Background: an optimization exercise with open tools, aiming at small area. Do not read the settings as production practice.
Function was checked by simulation only, so behaviour that the tests miss may differ from the original.
Power is estimated from default activity; no workload was simulated.

`flow/config.mk`:
```
export PLATFORM = sky130hd
export DESIGN_NAME = conv_neuron_layer_ffanout
export DESIGN_NICKNAME = conv_neuron_layer_ffanout
export VERILOG_FILES = /design/flow/design.v
export SDC_FILE = /design/flow/constraint.sdc
export NUM_CORES = 4
export LEC_CHECK = 0
export CAP_MARGIN = 20
export CORE_MARGIN = 2
export CORE_UTILIZATION = 40
export CTS_BUF_LIST = sky130_fd_sc_hd__clkbuf_16
export CTS_CLUSTER_DIAMETER = 80
export CTS_CLUSTER_SIZE = 30
export PLACE_DENSITY = 0.8
export SLEW_MARGIN = 20
export SYNTH_HIERARCHICAL = 1
export SYNTH_MINIMUM_KEEP_SIZE = 0
```
`flow/constraint.sdc`:
```
create_clock -name core_clock -period 6.0 [get_ports {clk}]
set_input_delay 1.2000 -clock core_clock [delete_from_list [all_inputs] [get_ports {clk}]]
set_output_delay 1.2000 -clock core_clock [all_outputs]
set_load 0.01 [all_outputs]
```
`flow/design.v`:
```
module conv_neuron
  (
   input  logic        clk,
   input  logic [7:0]  wdx,         
   input  logic [7:0]  wdy,         
   input  logic [7:0]  ins_x,       
   input  logic [7:0]  ins_y,       
   input  logic [7:0]  ins_k,       
   input  logic [7:0]  bdata,       
   input  logic        bias_we,     
   input  logic [31:0] rsel,        
   input  logic        rpol,        
   input  logic [7:0]  feat,        
   input  logic [7:0]  feat_n,      
   input  logic        first,       
   output logic [6:0]  result       
   );
   logic [31:0][7:0] ring;      
   logic [7:0]       bias;
   logic [7:0]       w, w_rn;
   logic [20:0]      acc, ain, sum;
   logic [1:0]       cr, cin, cout;
   logic [13:0]      acc_hi;
   always_ff @(posedge clk)
      if (bias_we) bias <= bdata ^ 8'h80;    
   genvar gr;
   generate
      for (gr = 0; gr < 8; gr++) begin : g_RING
         always_ff @(posedge clk) begin
            ring[4*gr+0] <= ring[4*gr+1];
            ring[4*gr+1] <= ring[4*gr+2];
            ring[4*gr+2] <= ring[4*gr+3];
            ring[4*gr+3] <= ~(({8{ins_x[gr]}} & wdx) | ({8{ins_y[gr]}} & wdy) |
                             ({8{ins_k[gr]}} & ring[4*gr+0]));
         end
      end
   endgenerate
   logic [7:0][10:0] grp_n;
   genvar gb, gg;
   generate
      for (gb = 0; gb < 8; gb++) begin : g_RBIT
         for (gg = 0; gg < 10; gg++) begin : g_RGRP
            conv_aoi222 u_aoi
              (.a1(rsel[3*gg]),   .b1(ring[3*gg][gb]),
               .a2(rsel[3*gg+1]), .b2(ring[3*gg+1][gb]),
               .a3(rsel[3*gg+2]), .b3(ring[3*gg+2][gb]),
               .y(grp_n[gb][gg]));
         end
         conv_aoi222 u_aoi_last
           (.a1(rsel[30]), .b1(ring[30][gb]),
            .a2(rsel[31]), .b2(ring[31][gb]),
            .a3(rsel[31]), .b3(ring[31][gb]),
            .y(grp_n[gb][10]));
         assign w[gb] = ~&grp_n[gb];
      end
   endgenerate
   assign ain = first ? {13'd0, bias} : acc;
   assign cin = first ? 2'b00 : cr;
   conv_mac u_mac (.wn(w_rn), .f(feat), .fn(feat_n), .ain(ain), .cin(cin), .sum(sum), .cout(cout));
   always_ff @(posedge clk) begin
      w_rn <= ~(w ^ {8{rpol}});
      acc <= sum;
      cr  <= cout;
   end
   assign acc_hi = acc[20:7] + {cr[1], 4'd0, cr[0], 1'b0};
   assign result = (acc_hi[13] || acc_hi == 14'd0) ? 7'd0 :
                   (acc_hi != 14'd1) ? 7'h7f : acc[6:0];
endmodule  
module conv_aoi222 (input logic a1, b1, a2, b2, a3, b3, output logic y);
  assign y = ~((a1 & b1) | (a2 & b2) | (a3 & b3));
endmodule
module conv_mac (
  input  logic [7:0]  wn,      
  input  logic [7:0]  f,       
  input  logic [7:0]  fn,      
  input  logic [20:0] ain,
  input  logic [1:0]  cin,
  output logic [20:0] sum,
  output logic [1:0]  cout);
  logic w7;
  logic t1;
  logic t2;
  logic t3;
  logic t4;
  logic t5;
  logic t6;
  logic t7;
  logic t8;
  logic t9;
  logic t10;
  logic t11;
  logic t12;
  logic t13;
  logic t14;
  logic t15;
  logic t16;
  logic t17;
  logic t18;
  logic t19;
  logic t20;
  logic t21;
  logic t22;
  logic t23;
  logic t24;
  logic t25;
  logic t26;
  logic t27;
  logic t28;
  logic t29;
  logic t30;
  logic t31;
  logic t32;
  logic t33;
  logic t34;
  logic t35;
  logic t36;
  logic t37;
  logic t38;
  logic t39;
  logic t40;
  logic t41;
  logic t42;
  logic t43;
  logic t44;
  logic t45;
  logic t46;
  logic t47;
  logic t48;
  logic t49;
  logic t50;
  logic t51;
  logic t52;
  logic t53;
  logic t54;
  logic t55;
  logic t56;
  logic t57;
  logic t58;
  logic t59;
  logic t60;
  logic t61;
  logic t62;
  logic t63;
  logic t64;
  logic t65;
  logic t66;
  logic t67;
  logic t68;
  logic t69;
  logic t70;
  logic t71;
  logic t72;
  logic t73;
  logic t74;
  logic t75;
  logic t76;
  logic t77;
  logic t78;
  logic t79;
  logic t80;
  logic t81;
  logic t82;
  logic t83;
  logic t84;
  logic t85;
  logic t86;
  logic t87;
  logic t88;
  logic t89;
  logic t90;
  logic t91;
  logic t92;
  logic t93;
  logic t94;
  logic t95;
  logic t96;
  logic t97;
  logic t98;
  logic t99;
  logic t100;
  logic t101;
  logic t102;
  logic t103;
  logic t104;
  logic t105;
  logic t106;
  logic t107;
  logic t108;
  logic t109;
  logic t110;
  logic t111;
  logic t112;
  logic t113;
  logic t114;
  logic t115;
  logic t116;
  logic t117;
  logic t118;
  logic t119;
  logic t120;
  logic t121;
  logic t122;
  logic t123;
  logic t124;
  logic t125;
  logic t126;
  logic t127;
  logic t128;
  logic t129;
  logic t130;
  logic t131;
  logic t132;
  logic t133;
  logic t134;
  logic t135;
  logic t136;
  logic t137;
  logic t138;
  logic t139;
  logic t140;
  logic t141;
  logic t142;
  logic t143;
  logic t144;
  logic t145;
  logic t146;
  logic t147;
  logic t148;
  logic t149;
  logic t150;
  logic t151;
  logic t152;
  logic t153;
  logic t154;
  logic t155;
  logic t156;
  logic t157;
  logic t158;
  logic t159;
  logic t160;
  logic t161;
  logic t162;
  logic t163;
  logic t164;
  logic t165;
  logic t166;
  assign w7 = ~wn[7];
  conv_ha u_t1 (.a(ain[0]), .b(~(wn[0] | fn[0])), .s(t1), .co(t2));
  assign sum[0] = t1;
  conv_fa u_t3 (.a(ain[1]), .b(~(wn[0] | fn[1])), .c(~(wn[1] | fn[0])), .s(t3), .co(t4));
  conv_ha u_t5 (.a(t2), .b(t3), .s(t5), .co(t6));
  assign sum[1] = t5;
  conv_fa u_t7 (.a(ain[2]), .b(~(wn[0] | fn[2])), .c(~(wn[1] | fn[1])), .s(t7), .co(t8));
  conv_fa u_t9 (.a(~(wn[2] | fn[0])), .b(t4), .c(t7), .s(t9), .co(t10));
  conv_ha u_t11 (.a(t6), .b(t9), .s(t11), .co(t12));
  assign sum[2] = t11;
  conv_fa u_t13 (.a(ain[3]), .b(~(wn[0] | fn[3])), .c(~(wn[1] | fn[2])), .s(t13), .co(t14));
  conv_fa u_t15 (.a(~(wn[2] | fn[1])), .b(~(wn[3] | fn[0])), .c(t8), .s(t15), .co(t16));
  conv_fa u_t17 (.a(t13), .b(t10), .c(t15), .s(t17), .co(t18));
  conv_ha u_t19 (.a(t12), .b(t17), .s(t19), .co(t20));
  assign sum[3] = t19;
  conv_fa u_t21 (.a(ain[4]), .b(~(wn[0] | fn[4])), .c(~(wn[1] | fn[3])), .s(t21), .co(t22));
  conv_fa u_t23 (.a(~(wn[2] | fn[2])), .b(~(wn[3] | fn[1])), .c(~(wn[4] | fn[0])), .s(t23), .co(t24));
  conv_fa u_t25 (.a(t14), .b(t21), .c(t23), .s(t25), .co(t26));
  conv_fa u_t27 (.a(t16), .b(t25), .c(t18), .s(t27), .co(t28));
  conv_ha u_t29 (.a(t20), .b(t27), .s(t29), .co(t30));
  assign sum[4] = t29;
  conv_fa u_t31 (.a(ain[5]), .b(~(wn[0] | fn[5])), .c(~(wn[1] | fn[4])), .s(t31), .co(t32));
  conv_fa u_t33 (.a(~(wn[2] | fn[3])), .b(~(wn[3] | fn[2])), .c(~(wn[4] | fn[1])), .s(t33), .co(t34));
  conv_fa u_t35 (.a(~(wn[5] | fn[0])), .b(t22), .c(t24), .s(t35), .co(t36));
  conv_fa u_t37 (.a(t31), .b(t33), .c(t26), .s(t37), .co(t38));
  conv_fa u_t39 (.a(t35), .b(t37), .c(t28), .s(t39), .co(t40));
  conv_ha u_t41 (.a(t30), .b(t39), .s(t41), .co(t42));
  assign sum[5] = t41;
  conv_fa u_t43 (.a(ain[6]), .b(~(wn[0] | fn[6])), .c(~(wn[1] | fn[5])), .s(t43), .co(t44));
  conv_fa u_t45 (.a(~(wn[2] | fn[4])), .b(~(wn[3] | fn[3])), .c(~(wn[4] | fn[2])), .s(t45), .co(t46));
  conv_fa u_t47 (.a(~(wn[5] | fn[1])), .b(~(wn[6] | fn[0])), .c(t32), .s(t47), .co(t48));
  conv_fa u_t49 (.a(t34), .b(t43), .c(t45), .s(t49), .co(t50));
  conv_fa u_t51 (.a(t36), .b(t47), .c(t49), .s(t51), .co(t52));
  conv_fa u_t53 (.a(t38), .b(t51), .c(t40), .s(t53), .co(t54));
  conv_ha u_t55 (.a(t42), .b(t53), .s(t55), .co(t56));
  assign sum[6] = t55;
  conv_fa u_t57 (.a(ain[7]), .b(w7), .c(~(wn[0] | fn[7])), .s(t57), .co(t58));
  conv_fa u_t59 (.a(~(wn[1] | fn[6])), .b(~(wn[2] | fn[5])), .c(~(wn[3] | fn[4])), .s(t59), .co(t60));
  conv_fa u_t61 (.a(~(wn[4] | fn[3])), .b(~(wn[5] | fn[2])), .c(~(wn[6] | fn[1])), .s(t61), .co(t62));
  conv_fa u_t63 (.a(~(wn[7] | f[0])), .b(t44), .c(t46), .s(t63), .co(t64));
  conv_fa u_t65 (.a(t57), .b(t59), .c(t61), .s(t65), .co(t66));
  conv_fa u_t67 (.a(t48), .b(t50), .c(t63), .s(t67), .co(t68));
  conv_fa u_t69 (.a(t65), .b(t52), .c(t67), .s(t69), .co(t70));
  conv_fa u_t71 (.a(t69), .b(t54), .c(t56), .s(t71), .co(t72));
  assign sum[7] = t71;
  conv_fa u_t73 (.a(cin[0]), .b(ain[8]), .c(~(wn[1] | fn[7])), .s(t73), .co(t74));
  conv_fa u_t75 (.a(~(wn[2] | fn[6])), .b(~(wn[3] | fn[5])), .c(~(wn[4] | fn[4])), .s(t75), .co(t76));
  conv_fa u_t77 (.a(~(wn[5] | fn[3])), .b(~(wn[6] | fn[2])), .c(~(wn[7] | f[1])), .s(t77), .co(t78));
  conv_fa u_t79 (.a(t58), .b(t60), .c(t62), .s(t79), .co(t80));
  conv_fa u_t81 (.a(t73), .b(t75), .c(t77), .s(t81), .co(t82));
  conv_fa u_t83 (.a(t64), .b(t66), .c(t79), .s(t83), .co(t84));
  conv_fa u_t85 (.a(t81), .b(t68), .c(t83), .s(t85), .co(t86));
  conv_ha u_t87 (.a(t70), .b(t85), .s(t87), .co(t88));
  assign sum[8] = t87;
  conv_fa u_t89 (.a(ain[9]), .b(~(wn[2] | fn[7])), .c(~(wn[3] | fn[6])), .s(t89), .co(t90));
  conv_fa u_t91 (.a(~(wn[4] | fn[5])), .b(~(wn[5] | fn[4])), .c(~(wn[6] | fn[3])), .s(t91), .co(t92));
  conv_fa u_t93 (.a(~(wn[7] | f[2])), .b(t74), .c(t76), .s(t93), .co(t94));
  conv_fa u_t95 (.a(t78), .b(t89), .c(t91), .s(t95), .co(t96));
  conv_fa u_t97 (.a(t80), .b(t82), .c(t93), .s(t97), .co(t98));
  conv_fa u_t99 (.a(t95), .b(t84), .c(t97), .s(t99), .co(t100));
  conv_fa u_t101 (.a(t86), .b(t99), .c(t88), .s(t101), .co(t102));
  assign sum[9] = t101;
  conv_fa u_t103 (.a(ain[10]), .b(~(wn[3] | fn[7])), .c(~(wn[4] | fn[6])), .s(t103), .co(t104));
  conv_fa u_t105 (.a(~(wn[5] | fn[5])), .b(~(wn[6] | fn[4])), .c(~(wn[7] | f[3])), .s(t105), .co(t106));
  conv_fa u_t107 (.a(t90), .b(t92), .c(t103), .s(t107), .co(t108));
  conv_fa u_t109 (.a(t105), .b(t94), .c(t96), .s(t109), .co(t110));
  conv_fa u_t111 (.a(t107), .b(t98), .c(t109), .s(t111), .co(t112));
  conv_fa u_t113 (.a(t100), .b(t111), .c(t102), .s(t113), .co(t114));
  assign sum[10] = t113;
  conv_fa u_t115 (.a(ain[11]), .b(~(wn[4] | fn[7])), .c(~(wn[5] | fn[6])), .s(t115), .co(t116));
  conv_fa u_t117 (.a(~(wn[6] | fn[5])), .b(~(wn[7] | f[4])), .c(t104), .s(t117), .co(t118));
  conv_fa u_t119 (.a(t106), .b(t115), .c(t108), .s(t119), .co(t120));
  conv_fa u_t121 (.a(t117), .b(t110), .c(t119), .s(t121), .co(t122));
  conv_fa u_t123 (.a(t112), .b(t121), .c(t114), .s(t123), .co(t124));
  assign sum[11] = t123;
  conv_fa u_t125 (.a(ain[12]), .b(~(wn[5] | fn[7])), .c(~(wn[6] | fn[6])), .s(t125), .co(t126));
  conv_fa u_t127 (.a(~(wn[7] | f[5])), .b(t116), .c(t125), .s(t127), .co(t128));
  conv_fa u_t129 (.a(t118), .b(t127), .c(t120), .s(t129), .co(t130));
  conv_fa u_t131 (.a(t122), .b(t129), .c(t124), .s(t131), .co(t132));
  assign sum[12] = t131;
  conv_fa u_t133 (.a(cin[1]), .b(ain[13]), .c(~(wn[6] | fn[7])), .s(t133), .co(t134));
  conv_fa u_t135 (.a(~(wn[7] | f[6])), .b(t126), .c(t133), .s(t135), .co(t136));
  conv_fa u_t137 (.a(t128), .b(t135), .c(t130), .s(t137), .co(t138));
  assign sum[13] = t137;
  conv_fa u_t139 (.a(ain[14]), .b(~(wn[7] | f[7])), .c(t134), .s(t139), .co(t140));
  conv_fa u_t141 (.a(t136), .b(t139), .c(t138), .s(t141), .co(t142));
  assign sum[14] = t141;
  conv_fa u_t143 (.a(ain[15]), .b(w7), .c(t140), .s(t143), .co(t144));
  conv_ha u_t145 (.a(t143), .b(t142), .s(t145), .co(t146));
  assign sum[15] = t145;
  conv_fa u_t147 (.a(ain[16]), .b(w7), .c(t144), .s(t147), .co(t148));
  conv_ha u_t149 (.a(t147), .b(t146), .s(t149), .co(t150));
  assign sum[16] = t149;
  conv_fa u_t151 (.a(ain[17]), .b(w7), .c(t148), .s(t151), .co(t152));
  conv_ha u_t153 (.a(t151), .b(t150), .s(t153), .co(t154));
  assign sum[17] = t153;
  conv_fa u_t155 (.a(ain[18]), .b(w7), .c(t152), .s(t155), .co(t156));
  conv_ha u_t157 (.a(t155), .b(t154), .s(t157), .co(t158));
  assign sum[18] = t157;
  conv_fa u_t159 (.a(ain[19]), .b(w7), .c(t156), .s(t159), .co(t160));
  conv_ha u_t161 (.a(t159), .b(t158), .s(t161), .co(t162));
  assign sum[19] = t161;
  conv_fa u_t163 (.a(ain[20]), .b(w7), .c(t160), .s(t163), .co(t164));
  conv_ha u_t165 (.a(t163), .b(t162), .s(t165), .co(t166));
  assign sum[20] = t165;
  assign cout[0] = t72;
  assign cout[1] = t132;
endmodule
module conv_fa (input logic a, b, c, output logic s, co);
  assign s  = a ^ b ^ c;
  assign co = (a & b) | (a & c) | (b & c);
endmodule
module conv_ha (input logic a, b, output logic s, co);
  assign s  = a ^ b;
  assign co = a & b;
endmodule
module conv_neuron_layer_ffanout
  #
  (
   parameter LAYER_SIZE       = 10,
   parameter LAYER_SIZE_ORDER = 4,
   parameter FEATURE_WIDTH    = 8,
   parameter WEIGHT_WIDTH     = 8,
   parameter WEIGHT_MEM_ORDER = 5,
   parameter OUTPUT_WIDTH     = 8,
   parameter OUTPUT_SHIFT     = 0,
   parameter BIAS_SHIFT       = 0,
   parameter ReLU             = "TRUE"
   )
  (
   input logic                         clk,
   input logic [FEATURE_WIDTH-1:0]     feature_stream,
   input logic                         feature_first,
   input logic                         feature_last,
   input logic [WEIGHT_WIDTH-1:0]      weight_stream,
   input logic [LAYER_SIZE_ORDER-1:0]  weight_id,
   input logic                         weight_first,
   input logic                         weight_last,
   output logic [OUTPUT_WIDTH-1:0]     output_stream,
   output logic [LAYER_SIZE_ORDER-1:0] output_id,
   output logic                        output_valid
   );
  logic [2:0]  tc;                    
  logic [1:0]  ph;
  logic        ld_active;
  logic        word_v;
  logic        bcur;                  
  logic [3:0]  tv, tb;                
  logic [3:0][7:0] td;                
  logic [1:0]  xd, yd;                
  logic [3:0]  xid, yid;              
  logic [4:0]  xk, yk;                
  logic        xv, yv;                
  logic [7:0]  xdat, ydat;
  logic [LAYER_SIZE:1] xn, yn;        
  logic [7:0]  xr, yr;                
  logic        yfirst;                
  logic        clash;                 
  logic        xw, yw;                
  assign ph     = tc[1:0];
  assign word_v = ld_active && !weight_first;
  always_comb begin
    tv[0] = word_v;
    tb[0] = bcur;
    td[0] = weight_stream;
  end
  always_ff @(posedge clk) begin
    tc <= tc + 1'b1;
    if (weight_first) begin
      ld_active <= 1'b1;
      bcur      <= !bcur;
      if (bcur) begin
        xd  <= 2'd3 - ph;
        xid <= weight_id;
      end else begin
        yd  <= 2'd3 - ph;
        yid <= weight_id;
      end
    end else if (ld_active && weight_last) begin
      ld_active <= 1'b0;
    end
    for (int i = 1; i < 4; i++) begin
      tv[i] <= tv[i-1];
      tb[i] <= tb[i-1];
      td[i] <= td[i-1];
    end
    if (weight_first && bcur) xk <= '0;
    else if (xv)              xk <= xk + 1'b1;
    if (weight_first && !bcur) yk <= '0;
    else if (yv)               yk <= yk + 1'b1;
  end
  assign xv   = tv[xd] && !tb[xd];
  assign yv   = tv[yd] &&  tb[yd];
  assign xdat = td[xd] ^ {8{tc[2]}};
  assign ydat = td[yd] ^ {8{tc[2]}};
  assign yfirst = bcur;
  assign clash = xv && yv && (xid == yid) && (xk[4:2] == yk[4:2]);
  assign xw = xv && !(clash && yfirst);
  assign yw = yv && !(clash && !yfirst);
  always_comb begin
    for (int n = 1; n <= LAYER_SIZE; n++) begin
      xn[n] = xw && (xid == n);
      yn[n] = yw && (yid == n);
    end
    for (int r = 0; r < 8; r++) begin
      xr[r] = (xk[4:2] == r);
      yr[r] = (yk[4:2] == r);
    end
  end
  logic [7:0]  feat_r, feat_rn;
  logic        first_r, last_r, last_r2;
  logic [4:0]  rcnt, raddr;
  logic [1:0]  rpos;
  logic [2:0]  rpt;
  logic        rpol;
  logic [31:0] rsel;
  assign raddr = feature_first ? 5'd0 : rcnt;
  assign rpos  = raddr[1:0] - ph;
  assign rpt   = tc + {1'b0, rpos};
  assign rpol  = rpt[2];
  always_ff @(posedge clk) begin
    feat_r  <= feature_stream;
    feat_rn <= ~feature_stream;
    first_r <= feature_first;
    last_r  <= feature_last;
    last_r2 <= last_r;
    rcnt    <= raddr + 1'b1;
  end
  always_comb
    for (int r = 0; r < 8; r++)
      for (int p = 0; p < 4; p++)
        rsel[4*r+p] = (raddr[4:2] == r) && (rpos == p);
  logic [7*LAYER_SIZE-1:0] result;
  genvar gi;
  generate
    for (gi = 1; gi <= LAYER_SIZE; gi++) begin : g_NEURONS
      logic [7:0] hx, hy, hk;
      for (genvar r = 0; r < 8; r++) begin : g_INS
        conv_and2 u_hx (.a(xn[gi]), .b(xr[r]), .y(hx[r]));
        conv_and2 u_hy (.a(yn[gi]), .b(yr[r]), .y(hy[r]));
        conv_nor2 u_hk (.a(hx[r]),  .b(hy[r]), .y(hk[r]));
      end
      conv_neuron u_conv_neuron
        (
         .clk     (clk),
         .wdx     (xdat),
         .wdy     (ydat),
         .ins_x   (hx),
         .ins_y   (hy),
         .ins_k   (hk),
         .bdata   (weight_stream),
         .bias_we (weight_first && weight_id == gi),
         .rsel    (rsel),
         .rpol    (rpol),
         .feat    (feat_r),
         .feat_n  (feat_rn),
         .first   (first_r),
         .result  (result[7*(gi-1) +: 7])
         );
    end
  endgenerate
  logic [6:0] out_sr [1:LAYER_SIZE];
  logic [3:0]               out_id;
  logic                     out_valid;
  always_ff @(posedge clk) begin
    if (last_r2) begin
      for (int j = 1; j <= LAYER_SIZE; j++) out_sr[j] <= result[7*(j-1) +: 7];
      out_id    <= 4'd1;
      out_valid <= 1'b1;
    end else begin
      for (int j = 1; j < LAYER_SIZE; j++) out_sr[j] <= out_sr[j+1];
      out_sr[LAYER_SIZE] <= result[7*(LAYER_SIZE-1) +: 7];
      if (out_valid) begin
        out_id <= out_id + 1'b1;
        if (out_id == LAYER_SIZE) out_valid <= 1'b0;
      end
    end
  end
  assign output_stream = {1'b0, out_sr[1]};
  assign output_id     = out_id;
  assign output_valid  = out_valid;
endmodule  
module conv_nor2 (input logic a, b, output logic y);
  assign y = ~(a | b);
endmodule
module conv_and2 (input logic a, b, output logic y);
  assign y = a & b;
endmodule
```
`flow/run.sh`:
```
#!/bin/bash
# synth_recipe.tcl (not shown) runs the flow's synth.tcl, then flattens the netlist and writes it again
# the make line also repeats each setting of config.mk as NAME=value (left out here)
make -C /OpenROAD-flow-scripts/flow DESIGN_CONFIG=/design/flow/config.mk WORK_HOME=/design/flow/orfs CLKGATE_MAP_FILE= SYNTH_SCRIPT=/design/flow/synth_recipe.tcl finish
```
==> run notes <==
-- per-layer routing --
| metal | share of wire, % | track usage [%] | vias to the layer above |
|---|---|---|---|
| met5 | 0.0063 | 0 | - |
| met3 | 15 | 7.95 | 1255 |
| li1 | - | - | 32200 |
| met1 | 36 | 29.1 | 39100 |
| met2 | 44 | 35.7 | 6691 |
| met4 | 5.6 | 12.9 | 4 |
-- report_power, final --
group	switching (mW)	leakage, nW	internal [mW]
Combinational	5.12	19.1	4.22
Sequential	1.55	26.1	22.3
Clock	6.84	2.04	4.41
Total	13.5	47.2	30.9
-- per-stage QoR --
stage	area [µm²]	power (mW)	worst slack, ns	hold slack, ns	utilization, %
global route	121000	46.5	0.543	0.341	43.2
CTS	121000	44.4	0.691	0.335	43.2
global placement	117000	32.7	0.613	0.319	41.7
detailed placement	117000	33.5	0.510	0.320	41.7
floorplan	113000	33.4	0.146	0.310	-
finish	121000	44.4	0.638	0.330	43.3
-- state kept, by name (all words and copies together), names as in the netlist, 2 cells and up --
signal and count:
tc 3, g_NEURONS.u_conv_neuron.acc 210, tb 3, td 24, g_NEURONS.u_conv_neuron.w_rn 80, xk 5
g_NEURONS.u_conv_neuron.bias 80, feat_rn 8, yid 4, xd 2, yk 5, xid 4
g_NEURONS.u_conv_neuron.ring 2560, tv 3, out_sr 70, g_NEURONS.u_conv_neuron.cr 20, out_id 4, rcnt 5
yd 2, feat_r 8
-- path summary, 6_finish.rpt --
path	from	depth (start not counted)	end
worst max-delay path	g_NEURONS[6].u_conv_neuron.w_rn[7]$_DFF_P_	10	g_NEURONS[6].u_conv_neuron.acc[12]$_DFF_P_
worst min-delay path	last_r$_DFF_P_	0	last_r2$_DFF_P_
worst max register to register	g_NEURONS[6].u_conv_neuron.w_rn[7]$_DFF_P_	10	g_NEURONS[6].u_conv_neuron.acc[12]$_DFF_P_
worst min register to register	last_r$_DFF_P_	0	last_r2$_DFF_P_
-- cells by family after synthesis --
group           after synthesis  share of synthesized area [%]
flops                      3106                           56.0
compound gates             1715                           14.9
other cells                   1                        0.00333
xor+xnor                    144                           1.12
mux                         164                           1.80
buf+inv                     828                           4.08
fa+ha+maj                   869                           14.2
simple gates               1754                           7.85
-- layout make-up --
class                           count  area [µm²]  share of cell area, %
Antenna cell                       42         105                 0.0868
Clock buffer                      137        3430                   2.83
Clock inverter                     48         777                  0.642
Inverter                           49         184                  0.152
Multi-Input combinational cell   4647       45600                   37.7
Sequential cell                  3106       63100                   52.1
Tap cell                         3724        4660                   3.85
Timing Repair Buffer              316        3150                   2.60
-- Yosys cell counts (all sizes together) (17+ instances only) --
| cell type | number | share of area [%] |
|---|---|---|
| and2 | 163 | 0.91 |
| a21oi | 85 | 0.38 |
| fa | 690 | 12 |
| edfxtp | 93 | 2.5 |
| nor4 | 32 | 0.32 |
| xor2 | 121 | 0.94 |
| xnor2 | 23 | 0.18 |
| inv | 49 | 0.16 |
| a222oi | 1520 | 14 |
| and3 | 22 | 0.12 |
| nand2 | 120 | 0.42 |
| mux2 | 143 | 1.4 |
| nor3 | 99 | 0.44 |
| and2b | 21 | 0.16 |
| dfxtp | 3013 | 54 |
| mux4 | 17 | 0.34 |
| nor2b | 158 | 0.90 |
| nand3 | 101 | 0.45 |
| ha | 179 | 2.0 |
| nor2 | 793 | 2.6 |
| a31oi | 21 | 0.12 |
| clkbuf | 414 | 1.4 |
| nand4 | 176 | 0.98 |
| buf | 365 | 2.5 |
-- Yosys stat by module (local to each module, per instance) --
module,flops+latches,copies in the design,cells inside
conv_nor2,0,80,1
conv_neuron_layer_ffanout,156,1,531
conv_neuron,295,10,514
conv_fa,0,690,1
conv_and2,0,160,1
conv_ha,0,140,1
conv_mac,0,10,96
conv_aoi222,0,880,1
-- worst max-delay path, stage by stage, from the launching register on --
cell	delay, ns
dfxtp_1	0.88
inv_1	0.48
fa_1	0.61
fa_1	0.46
fa_1	0.53
fa_1	0.41
ha_1	0.20
fa_1	0.38
fa_1	0.40
fa_1	0.40
fa_1	0.44
==> run_results.csv <==
group,metric,value,unit
yosys,post_synthesis_net_count,9475,
clocking,cts.path.max_buffers,3,
clocking,numClockSinks,3106,
power,peakVddDrop,353,µV
sta,setup_viol,0,
final_layout,area_delta_synth_final,7.47,%
global_routing,vias_in_the_first_global_route,81200,
final_layout,final_common_cell,"dfxtp_1",
global_routing,total_grt_usage,23.4,%
worst_setup_path,critical_path_peak_fanout,9,
worst_setup_path,critPathKind,"flip-flop to flip-flop",
yosys,async_reset_ff_share,0,%
place,finalWeightedCongestion,0.931,
worst_setup_path,cp_data_arrival_time,6.10,ns
yosys,synth_edf_count,93,
clocking,cts.repair.resized,0,
sta,setup_repair_after_global_routing_missed_its_margin,"false",
yosys,yosysUniqueCellTypes,61,
worst_setup_path,timing.reg2reg.setup_slack,0.64,ns
die,fp.coreArea,0.280,mm²
final_layout,n_fill_cell,24400,
routing,totalWireLength,348000,µm
power,p_leak,47.2,nW
min_path,hold_class,"flip-flop to flip-flop",
final_layout,layout.cells.most_common_list,"dfxtp_1, a222oi_1, nor2_1",
clocking,clock_h_tree_levels,4,
place,place_inst,11800,
die,start_util,40.3,%
clocking,clockRootBuffer,"clkbuf_16",
final_layout,layout-drive-gt1-share,8.80,%
place,buffer_ports.inserted,36,
clocking,clock_tree_from_tritoncts,"built",
yosys,synthesis.area,0.113,mm²
yosys,synth_seq_cells,3106,
sta,achievable_freq,186,MHz
clocking,clk_pin_slew_worst_paths,0.10,ns
clocking,cts.hold.buffers_added,0,
yosys,ys_seq_area_share,56.0,%
worst_setup_path,setup.worst_path.start_class,"flip-flop",
yosys,postSynthAreaPerCell,13.1,µm²
routing,routed-via-count,79300,
flow_run,max_capacitance_violation_total,0,
routing,drt-pass1-iter-count,12,
sta,fin_worst_skew,0.0653,ns
sta,worstMarginPinSlew,1.41,ns
yosys,synth_cells,8581,
routing,vias_per_cell,6.57,
routing,wl_per_cell,28.8,µm
sta,slew_headroom,5.99,%
global_routing,globalRoute.totalOverflow,0,
global_routing,largest_net_degree_at_the_start_of_global_routing,81,
yosys,yosysWarnings,9,
sta,final_min_period,5.36,ns
yosys,yosys_most_used_dff,"dfxtp_1",
routing,drc_errors,0,
sta,drv_slew,0,
die,floorplan_die_area,0.286,mm²
place,place.detailed.hpwl,227000,µm
routing,initialDrtViolationCount,17800,
die,die_height,535,µm
worst_setup_path,cp.required,6.73,ns
global_routing,antenna_found_initial,23,
outcome,run_status,"timing/DRC/antenna clean",
die,fp-row-count,194,
routing,drt.antenna.violating_nets,0,
global_routing,first_pass_grt_wire_length,515000,µm
clocking,insertion_delay,0.88,ns
clocking,numCtsBuffers,136,
final_layout,instances_no_fill,12100,
sta,fin_crit_sh,89.4,%
power,cellPowerDensity,367,mW/mm²
clocking,postCtsSetupRepairBufs,0,
die,design.portCount,38,
worst_setup_path,critical_path.endpoint_type,"flip-flop",
sta,fin_hold_viols,0,
sta,timing.setup.tns,0,ns
die,die-width,535,µm
final_layout,design.final.nets,9150,

==> what the ideal ports hide <==
Ports are ideal in the flow. The routed layout listed here was re-timed in OpenROAD.
Step 1 (the two cells are an assumption about what drives the block):
set clk [get_ports {clk}]
set_driving_cell -lib_cell sky130_fd_sc_hd__clkbuf_16 $clk
set_driving_cell -lib_cell sky130_fd_sc_hd__buf_2 [delete_from_list [all_inputs] $clk]
Step 2 times the ports against the registers' clock, not the clock port: input delays grow and output delays shrink by t, the midpoint of the rising clock arrivals with the driver on.
Three values: ideal, step 1, step 2; two values: the first two.
t (ns): 0.933
setup WS [ns]: 0.638 / 0.638 / 0.370
hold slack, ns: 0.330 / 0.330 / 0.330
After both steps setup and hold are still met in this run. For this run, drivers alone change the setup slack by 0.000 ns; drivers and shift together by -0.268 ns.
